This is an optimization exercise on Yosys and OpenROAD, whose aim is small area, not a production implementation.
Function was checked by simulation only, so behaviour that the tests miss may differ from the original.
Power is estimated from default activity; no workload was simulated.

==> flow/design.v <==
module VGA_Sync_Count (
    input  clk_i,
    input  rst_i,
    output reg [9:0] col_o,
    output reg [9:0] row_o
);
    always @(posedge clk_i) begin
        if (rst_i) begin
            col_o <= 10'd799;
            row_o <= 10'd524;
        end else if (col_o == 10'd799) begin
            col_o <= 10'd0;
            row_o <= (row_o == 10'd524) ? 10'd0 : row_o + 10'd1;
        end else
            col_o <= col_o + 10'd1;
    end
endmodule
module Debounced_Switch (
    input  clk_i,
    input  rst_i,
    input  sw_i,
    output reg sw_o
);
    localparam [17:0] SEED = 18'h00001;
    localparam [17:0] TERM = 18'h16385;
    reg [17:0] cnt_r;
    wire term_w = (cnt_r == TERM);
    wire diff_w = sw_i ^ sw_o;
    always @(posedge clk_i) begin
        if (rst_i) begin
            cnt_r <= SEED;
            sw_o  <= 1'b0;
        end else begin
            if (diff_w && !term_w)
                cnt_r <= {cnt_r[16:0], cnt_r[17] ^ cnt_r[10]};
            else
                cnt_r <= SEED;
            if (term_w)
                sw_o <= sw_i;
        end
    end
endmodule
module UART_RX (
    input  clk_i,
    input  rst_i,
    input  rx_serial_i,
    output rx_dv_o
);
    localparam [11:0] SEED  = 12'h001;
    localparam [11:0] P109  = 12'hee0;
    localparam [11:0] CLEAN = 12'hf96;
    reg [11:0] st_r;
    assign rx_dv_o = (st_r == CLEAN);
    always @(posedge clk_i) begin
        if (rst_i || rx_dv_o || (rx_serial_i && (st_r == SEED || st_r == P109)))
            st_r <= SEED;
        else
            st_r <= {st_r[10:0], st_r[11] ^ st_r[5] ^ st_r[3] ^ st_r[0]};
    end
endmodule
module Pong_Paddle_Ctl (
    input  clk_i,
    input  rst_i,
    input  up_i,
    input  dn_i,
    output reg [4:0] y_o
);
    localparam [20:0] SEED = 21'h0996ae;
    localparam [20:0] TERM = 21'h04cb57;
    reg [20:0] cnt_r;
    wire term_w = (cnt_r == TERM);
    always @(posedge clk_i) begin
        if (rst_i) begin
            cnt_r <= SEED;
            y_o   <= 5'd12;
        end else begin
            if (up_i ^ dn_i)
                cnt_r <= {cnt_r[19:0], cnt_r[20] ^ cnt_r[1] ^ term_w};
            if (term_w && up_i && y_o != 5'd0)
                y_o <= y_o - 5'd1;
            else if (term_w && dn_i && y_o != 5'd23)
                y_o <= y_o + 5'd1;
        end
    end
endmodule
module Pong_Ball_Ctl (
    input  clk_i,
    input  rst_i,
    input  active_i,
    output reg [5:0] x_o,
    output reg [4:0] y_o
);
    localparam [20:0] SEED = 21'h0996ae;
    localparam [20:0] TERM = 21'h04cb57;
    reg [20:0] cnt_r;
    reg left_r, up_r;
    wire term_w = (cnt_r == TERM);
    wire go_left_w = left_r ? (x_o != 6'd0) : (x_o == 6'd39);
    wire go_up_w   = up_r   ? (y_o != 5'd0) : (y_o == 5'd29);
    always @(posedge clk_i) begin
        if (rst_i)
            cnt_r <= SEED;
        else if (active_i)
            cnt_r <= {cnt_r[19:0], cnt_r[20] ^ cnt_r[1] ^ term_w};
    end
    always @(posedge clk_i) begin
        if (rst_i || !active_i) begin
            x_o    <= 6'd20;
            y_o    <= 5'd15;
            left_r <= 1'b1;
            up_r   <= 1'b1;
        end else if (term_w) begin
            x_o    <= go_left_w ? x_o - 6'd1 : x_o + 6'd1;
            y_o    <= go_up_w   ? y_o - 5'd1 : y_o + 5'd1;
            left_r <= go_left_w;
            up_r   <= go_up_w;
        end
    end
endmodule
module Classic_Pong_Top (
    input clk_i,
    input rst_i,
    input UART_RX_i,
    input sw1_i,
    input sw2_i,
    input sw3_i,
    input sw4_i,
    output VGA_Hsync_o,
    output VGA_Vsync_o,
    output VGA_Red_0_o,
    output VGA_Red_1_o,
    output VGA_Red_2_o,
    output VGA_Grn_0_o,
    output VGA_Grn_1_o,
    output VGA_Grn_2_o,
    output VGA_Blu_0_o,
    output VGA_Blu_1_o,
    output VGA_Blu_2_o
);
    localparam [2:0] IDLE = 3'd0, RUNNING = 3'd1, P1_WINS = 3'd2,
                     P2_WINS = 3'd3, CLEANUP = 3'd4;
    wire rx_dv_w;
    UART_RX uart_i (.clk_i(clk_i), .rst_i(rst_i), .rx_serial_i(UART_RX_i),
                    .rx_dv_o(rx_dv_w));
    wire sw1_w, sw2_w, sw3_w, sw4_w;
    Debounced_Switch sw_1 (.clk_i(clk_i), .rst_i(rst_i), .sw_i(sw1_i), .sw_o(sw1_w));
    Debounced_Switch sw_2 (.clk_i(clk_i), .rst_i(rst_i), .sw_i(sw2_i), .sw_o(sw2_w));
    Debounced_Switch sw_3 (.clk_i(clk_i), .rst_i(rst_i), .sw_i(sw3_i), .sw_o(sw3_w));
    Debounced_Switch sw_4 (.clk_i(clk_i), .rst_i(rst_i), .sw_i(sw4_i), .sw_o(sw4_w));
    wire [4:0] p1_y_w, p2_y_w;
    Pong_Paddle_Ctl p1_i (.clk_i(clk_i), .rst_i(rst_i), .up_i(sw1_w), .dn_i(sw2_w), .y_o(p1_y_w));
    Pong_Paddle_Ctl p2_i (.clk_i(clk_i), .rst_i(rst_i), .up_i(sw3_w), .dn_i(sw4_w), .y_o(p2_y_w));
    reg [2:0] state_r;
    reg [3:0] p1_score_r, p2_score_r;
    wire [5:0] ball_x_w;
    wire [4:0] ball_y_w;
    Pong_Ball_Ctl ball_i (.clk_i(clk_i), .rst_i(rst_i), .active_i(state_r == RUNNING),
                          .x_o(ball_x_w), .y_o(ball_y_w));
    function covers(input [5:0] r, input [4:0] y);
        covers = (r >= {1'b0, y}) && (r <= {1'b0, y} + 6'd6);
    endfunction
    always @(posedge clk_i) begin
        if (rst_i) begin
            state_r    <= IDLE;
            p1_score_r <= 4'd0;
            p2_score_r <= 4'd0;
        end else
            case (state_r)
                IDLE:
                    if (rx_dv_w) state_r <= RUNNING;
                RUNNING:
                    if (ball_x_w == 6'd0 && !covers({1'b0, ball_y_w}, p1_y_w))
                        state_r <= P2_WINS;
                    else if (ball_x_w == 6'd39 && !covers({1'b0, ball_y_w}, p2_y_w))
                        state_r <= P1_WINS;
                P1_WINS:
                    if (p1_score_r == 4'd8)
                        p1_score_r <= 4'd0;
                    else begin
                        p1_score_r <= p1_score_r + 4'd1;
                        state_r    <= CLEANUP;
                    end
                P2_WINS:
                    if (p2_score_r == 4'd8)
                        p2_score_r <= 4'd0;
                    else begin
                        p2_score_r <= p2_score_r + 4'd1;
                        state_r    <= CLEANUP;
                    end
                CLEANUP:
                    state_r <= IDLE;
                default: ;
            endcase
    end
    wire [9:0] col_w, row_w;
    VGA_Sync_Count vga_i (.clk_i(clk_i), .rst_i(rst_i), .col_o(col_w), .row_o(row_w));
    wire [5:0] cell_x_w = col_w[9:4];
    wire [5:0] cell_y_w = row_w[9:4];
    wire draw_w = (cell_x_w == ball_x_w && cell_y_w == {1'b0, ball_y_w})
                | (cell_x_w == 6'd0  && covers(cell_y_w, p1_y_w))
                | (cell_x_w == 6'd39 && covers(cell_y_w, p2_y_w));
    reg [2:0] video_r;
    always @(posedge clk_i) begin
        if (rst_i)
            video_r <= 3'b000;
        else
            video_r <= {video_r[1:0], draw_w};
    end
    assign VGA_Hsync_o = !(col_w >= 10'd661 && col_w <= 10'd752);
    assign VGA_Vsync_o = !((row_w == 10'd490 && col_w >= 10'd3) || row_w == 10'd491 ||
                           (row_w == 10'd492 && col_w < 10'd3));
    assign {VGA_Red_2_o, VGA_Red_1_o, VGA_Red_0_o} = {3{video_r[2]}};
    assign {VGA_Grn_2_o, VGA_Grn_1_o, VGA_Grn_0_o} = {3{video_r[2]}};
    assign {VGA_Blu_2_o, VGA_Blu_1_o, VGA_Blu_0_o} = {3{video_r[2]}};
endmodule
==> flow/run.sh <==
#!/bin/bash
# synth_recipe.tcl (not shown) runs the flow's synth.tcl, then flattens the netlist and writes it again
# the make line also repeats each setting of config.mk as NAME=value (left out here)
make -C /OpenROAD-flow-scripts/flow DESIGN_CONFIG=/design/flow/config.mk WORK_HOME=/design/flow/orfs CLKGATE_MAP_FILE= SYNTH_SCRIPT=/design/flow/synth_recipe.tcl finish
==> flow/config.mk <==
export PLATFORM = sky130hd
export DESIGN_NAME = Classic_Pong_Top
export DESIGN_NICKNAME = Classic_Pong_Top
export VERILOG_FILES = /design/flow/design.v
export SDC_FILE = /design/flow/constraint.sdc
export NUM_CORES = 4
export LEC_CHECK = 0
export CAP_MARGIN = 20
export CORE_MARGIN = 2
export CORE_UTILIZATION = 40
export PLACE_DENSITY = 0.6
export SLEW_MARGIN = 20
==> flow/constraint.sdc <==
create_clock -name core_clock -period 40.0 [get_ports {clk_i}]
set_input_delay 8.0000 -clock core_clock [delete_from_list [all_inputs] [get_ports {clk_i}]]
set_output_delay 8.0000 -clock core_clock [all_outputs]
set_load 0.01 [all_outputs]
==> summary.md <==
| Metric | Value |
|---|---|
| Syn Area/Cell | `8.98 um2` |
| Setup CP Type | `flop to output pin` |
| DP HPWL | `11800 um` |
| HP Class | `flop to flop` |
| Routed WL per cell | `12.9 um` |
| Endpoints failing hold | `0` |
| Static Leak | `4.27 nW` |
| Hold endpoint | `sw_3.cnt_r[10]` |
| Post-Route Setup TNS | `0 ns` |
| TritonCTS buffer count | `23` |
| Final setup vio count | `0` |
| Cell family with most CP delay | `simple AND/OR/NAND/NOR gates` |
| YS warnings | `6` |
| Vias per Instance | `4.96` |
| Post-CTS Setup Inserts | `0` |
| Worst Skew | `0.00803 ns` |
| CP Capture Type | `output pin` |
| Worst Tran Pin Value | `0.839 ns` |
| Routed Antenna Nets | `0` |
| Max Clock Freq | `0.0940 GHz` |
| Core Box Area | `23400 um2` |
| Area delta synth->final | `12.8%` |
| Post-synthesis net count | `1132` |
| Worst endpoint required time | `32.00 ns` |
| Count of nets after finishing | `1131` |
| Post-CTS sizing | `0` |
| Buffer and inverter count on the worst path | `1` |
| DRC viols | `0` |
| Share of cells above drive strength 1 | `6.70%` |
| Clock sink count | `208` |
| Initial antenna violation count | `0` |
| Post-synth top flop | `dfxtp_1` |
| Number of I/O pins | `18` |
| Max-cap violations | `0` |
| Die Y | `158 um` |
| Rel. slew slack | `43.6%` |
| Post-synthesis register bit count | `208` |
| Final Core Density | `45.9%` |
| Grt total ovfl | `0` |
| WL final | `18000 um` |
| Pin count of the biggest net entering global routing | `60` |
| Cell depth of the worst flop-to-flop path | `10` |
| Net Switching | `0.117 mW` |
| Synthesized instance count | `1061` |
| FILL cells | `2315` |
| Mapped cell area | `9520 um2` |
| Vias in the first global route | `6502` |
| Multi-input gate area | `5000 um2` |
| Synth cell types | `73` |
| Critical R2R Capture | `video_r[0]` |
| Max clock buf depth | `3` |
| Worst path max stage delay | `0.54 ns` |
| RSZ-0062 raised after global routing | `no` |
| Hold slack | `0.448 ns` |
| Register area | `4160 um2` |
| Pre-antenna DRT Iters | `5` |
| Post-synth ARST share | `0%` |
| Number of synthesized flops with an enable pin | `0` |
| Drt initial violations | `286` |
| RePlAce Congestion | `0.803` |
| H-tree Lvls | `1` |
| Setup slack, reg-to-reg | `36.91 ns` |
| CP startpoint kind | `flop` |
| Crit Path Max Fanout | `8` |
| Final period utilization | `26.6%` |
| Die area | `25100 um2` |
| Logic pwr share | `8.0%` |
| PwrDens | `45.5 nW/um2` |
| Tmin final | `10.64 ns` |
| CTS tree | `done` |
| Worst path arrival time | `2.64 ns` |
| CP most frequent cell | `nand2_1` |
| Min-delay src | `sw_3.cnt_r[9]` |
| Final Power | `0.489 mW` |
| Clock Pin Slew Worst Setup and Hold Paths | `0.06 ns` |
| Via count | `6916` |
| Hold buffer count at cts | `0` |
| Clock power share | `46.0%` |
| Global-route wire length before repair | `30800 um` |
| Antenna diodes | `0` |
| Die Wd | `158 um` |
| Outcome | `finished clean` |
| Sequential fraction of the synthesis area | `43.7%` |
| Root Buffer | `clkbuf_16` |
| Seq pwr share | `46.0%` |
| Net Sw Frac | `24.0%` |
| Critical path's slowest cell | `clkdlybuf4s50_1` |
| RR Startpoint | `p1_i.y_o[1]` |
| Starting Density | `40.7%` |
| FP Rows | `56` |
| Final Max Tran Viols | `0` |
| PortBufs | `17` |
| Internal power | `0.372 mW` |
| Worst hold stages | `1` |
| Worst ir drop on vdd | `42.6 uV` |
| CP cell instances | `nor3_2, nand2_1, or4_1, a21oi_1, o32ai_1, nand2_1, clkdlybuf4s50_1` |
| Total track usage | `14.7%` |
| Clk latency of the worst-skew pair | `0.52 ns` |
==> sequential cells by signal, indices dropped and copies added (netlist names), 5 cells and up <==
name          flops
sw_1.cnt_r       18
sw_2.cnt_r       18
uart_i.st_r      12
p2_i.cnt_r       21
ball_i.cnt_r     21
ball_i.x_o        6
sw_3.cnt_r       18
p1_i.y_o          5
ball_i.y_o        5
sw_4.cnt_r       18
vga_i.col_o      10
p1_i.cnt_r       21
vga_i.row_o      10
p2_i.y_o          5
==> stage by stage <==
step / std cells / setup slack, ns / instance area, um2
after detailed placement: 1354 / 29.90 / 9940
after global placement: 1354 / 29.90 / 9940
after global routing: 1393 / 29.21 / 10700
final: 1393 / 29.36 / 10700
after CTS: 1393 / 29.33 / 10700
after floorplan: 1061 / 30.49 / 9520
==> cells in the final DEF, fill, tap and decap left out, drive strengths merged, types with 6 or more instances in the layout <==
cell           synthesis  layout
o21bai                 7       7
inv                   31      32
a21o                  11      11
nor4b                 10      10
nor2                  47      47
and2                  80      80
clkdlybuf4s50          0      16
xor2                  26      26
a211oi                10      10
dfxtp                208     208
o211ai                 8       8
ha                    60      60
or3                    8       8
xnor2                 42      42
and3                   6       6
nand4                 23      23
nand3                 54      54
mux2i                 10      10
clkbuf                37      27
nor3                  26      26
a21oi                 58      58
buf                   18      13
nand2                172     172
o21ai                 32      32
==> cells in the mapped netlist, types with 3 or more instances <==
cell type    n  area (um2)
dfxtp_1    208        4160
buf_4        8        60.1
or3_1        8        50.1
a211oi_1     9        67.6
nand2b_1     5        31.3
a211o_1      3        26.3
nor2_1      47         176
inv_1       28         105
xor2_1      26         228
and2_1      79         494
and4bb_2     5        62.6
o21bai_1     7        52.6
o211ai_1     8        60.1
ha_1        60         751
clkbuf_1    35         131
a21o_1      11        82.6
nor3_1      24         120
o31ai_1      3        22.5
xnor2_1     41         359
and3_1       6        37.5
nand2_1    172         646
nand4bb_1    5        56.3
nor4bb_1     5        50.1
mux2i_1     10         100
buf_1        3        11.3
inv_2        3        11.3
nor4b_1      9        78.8
nor2b_1      5        31.3
and4b_1      4        40.0
o21ai_1      3        15.0
fa_1         4        80.1
o21ai_0     28         140
and4_1       3        26.3
a21oi_1     58         290
nand3_1     54         270
buf_2        7        35.0
nand4_1     22         138
==> routing by layer <==
metal | vias to the layer above | wire length [um] | global-route usage [%]
li1 | 3642 | - | -
met1 | 3160 | 9180 | 20.5
met2 | 85 | 7620 | 23.3
met3 | 29 | 713 | 2.45
met4 | 0 | 453 | 4.46
met5 | - | 0 | 0
==> worst max-delay path by stage <==
stage	depth (start not counted)	endpoint	startpoint	slack, ns
floorplan	7	VGA_Vsync_o	vga_i.col_o[5]	30.49
global placement	7	VGA_Vsync_o	vga_i.col_o[5]	29.90
detailed placement	7	VGA_Vsync_o	vga_i.col_o[5]	29.90
CTS	7	VGA_Vsync_o	vga_i.col_o[5]	29.33
global route	7	VGA_Vsync_o	vga_i.col_o[5]	29.21
finish	7	VGA_Vsync_o	vga_i.col_o[5]	29.36
==> area by class of cell <==
class                           count  share of cell area, %
Timing Repair Buffer               29                   2.38
Inverter                           31                   1.08
Tap cell                          319                   3.72
Multi-Input combinational cell    767                   46.6
Clock buffer                       27                   5.59
Clock inverter                     12                   1.92
Sequential cell                   208                   38.8
==> cells by family after synthesis <==
logic type      share of synthesized area (%)
compound gates                           10.0
xor+xnor                                 6.33
fa+ha+maj                                8.93
buf+inv                                  3.82
flops                                    43.7
mux                                      1.33
simple gates                             25.8
==> power by group through the flow <==
| stage | registers, mW | logic (mW) | clock network (mW) |
|---|---|---|---|
| after global placement | 0.229 | 0.0395 | 0 |
| after global routing | 0.226 | 0.0455 | 0.241 |
| after CTS | 0.225 | 0.0397 | 0.232 |
| final | 0.225 | 0.0392 | 0.225 |
| after detailed placement | 0.230 | 0.0392 | 0 |
| after floorplan | 0.224 | 0.0364 | 0 |

[port drivers added, routing unchanged]
In the flow no input, the clock included, has a driving cell. The finished layout below was timed again as built, in two steps. Step 1, drivers: a clkbuf_16 drives clk_i and a buf_2 each remaining input, both assumed. Step 2 also shifts input and output timing later by t, the mid clock arrival at the registers, as if the neighbouring blocks saw the same clock. Slacks: ideal / step 1 / step 2; pairs: ideal / step 1.
t, ns: 0.560
setup WS [ns]: 29.365 / 29.319 / 29.880
slew at the worst register clock pin (ns): 0.06 / 0.06
After both steps this run still meets setup and hold. The setup slack of this run moves by -0.046 ns with the drivers and by +0.515 ns with both steps.
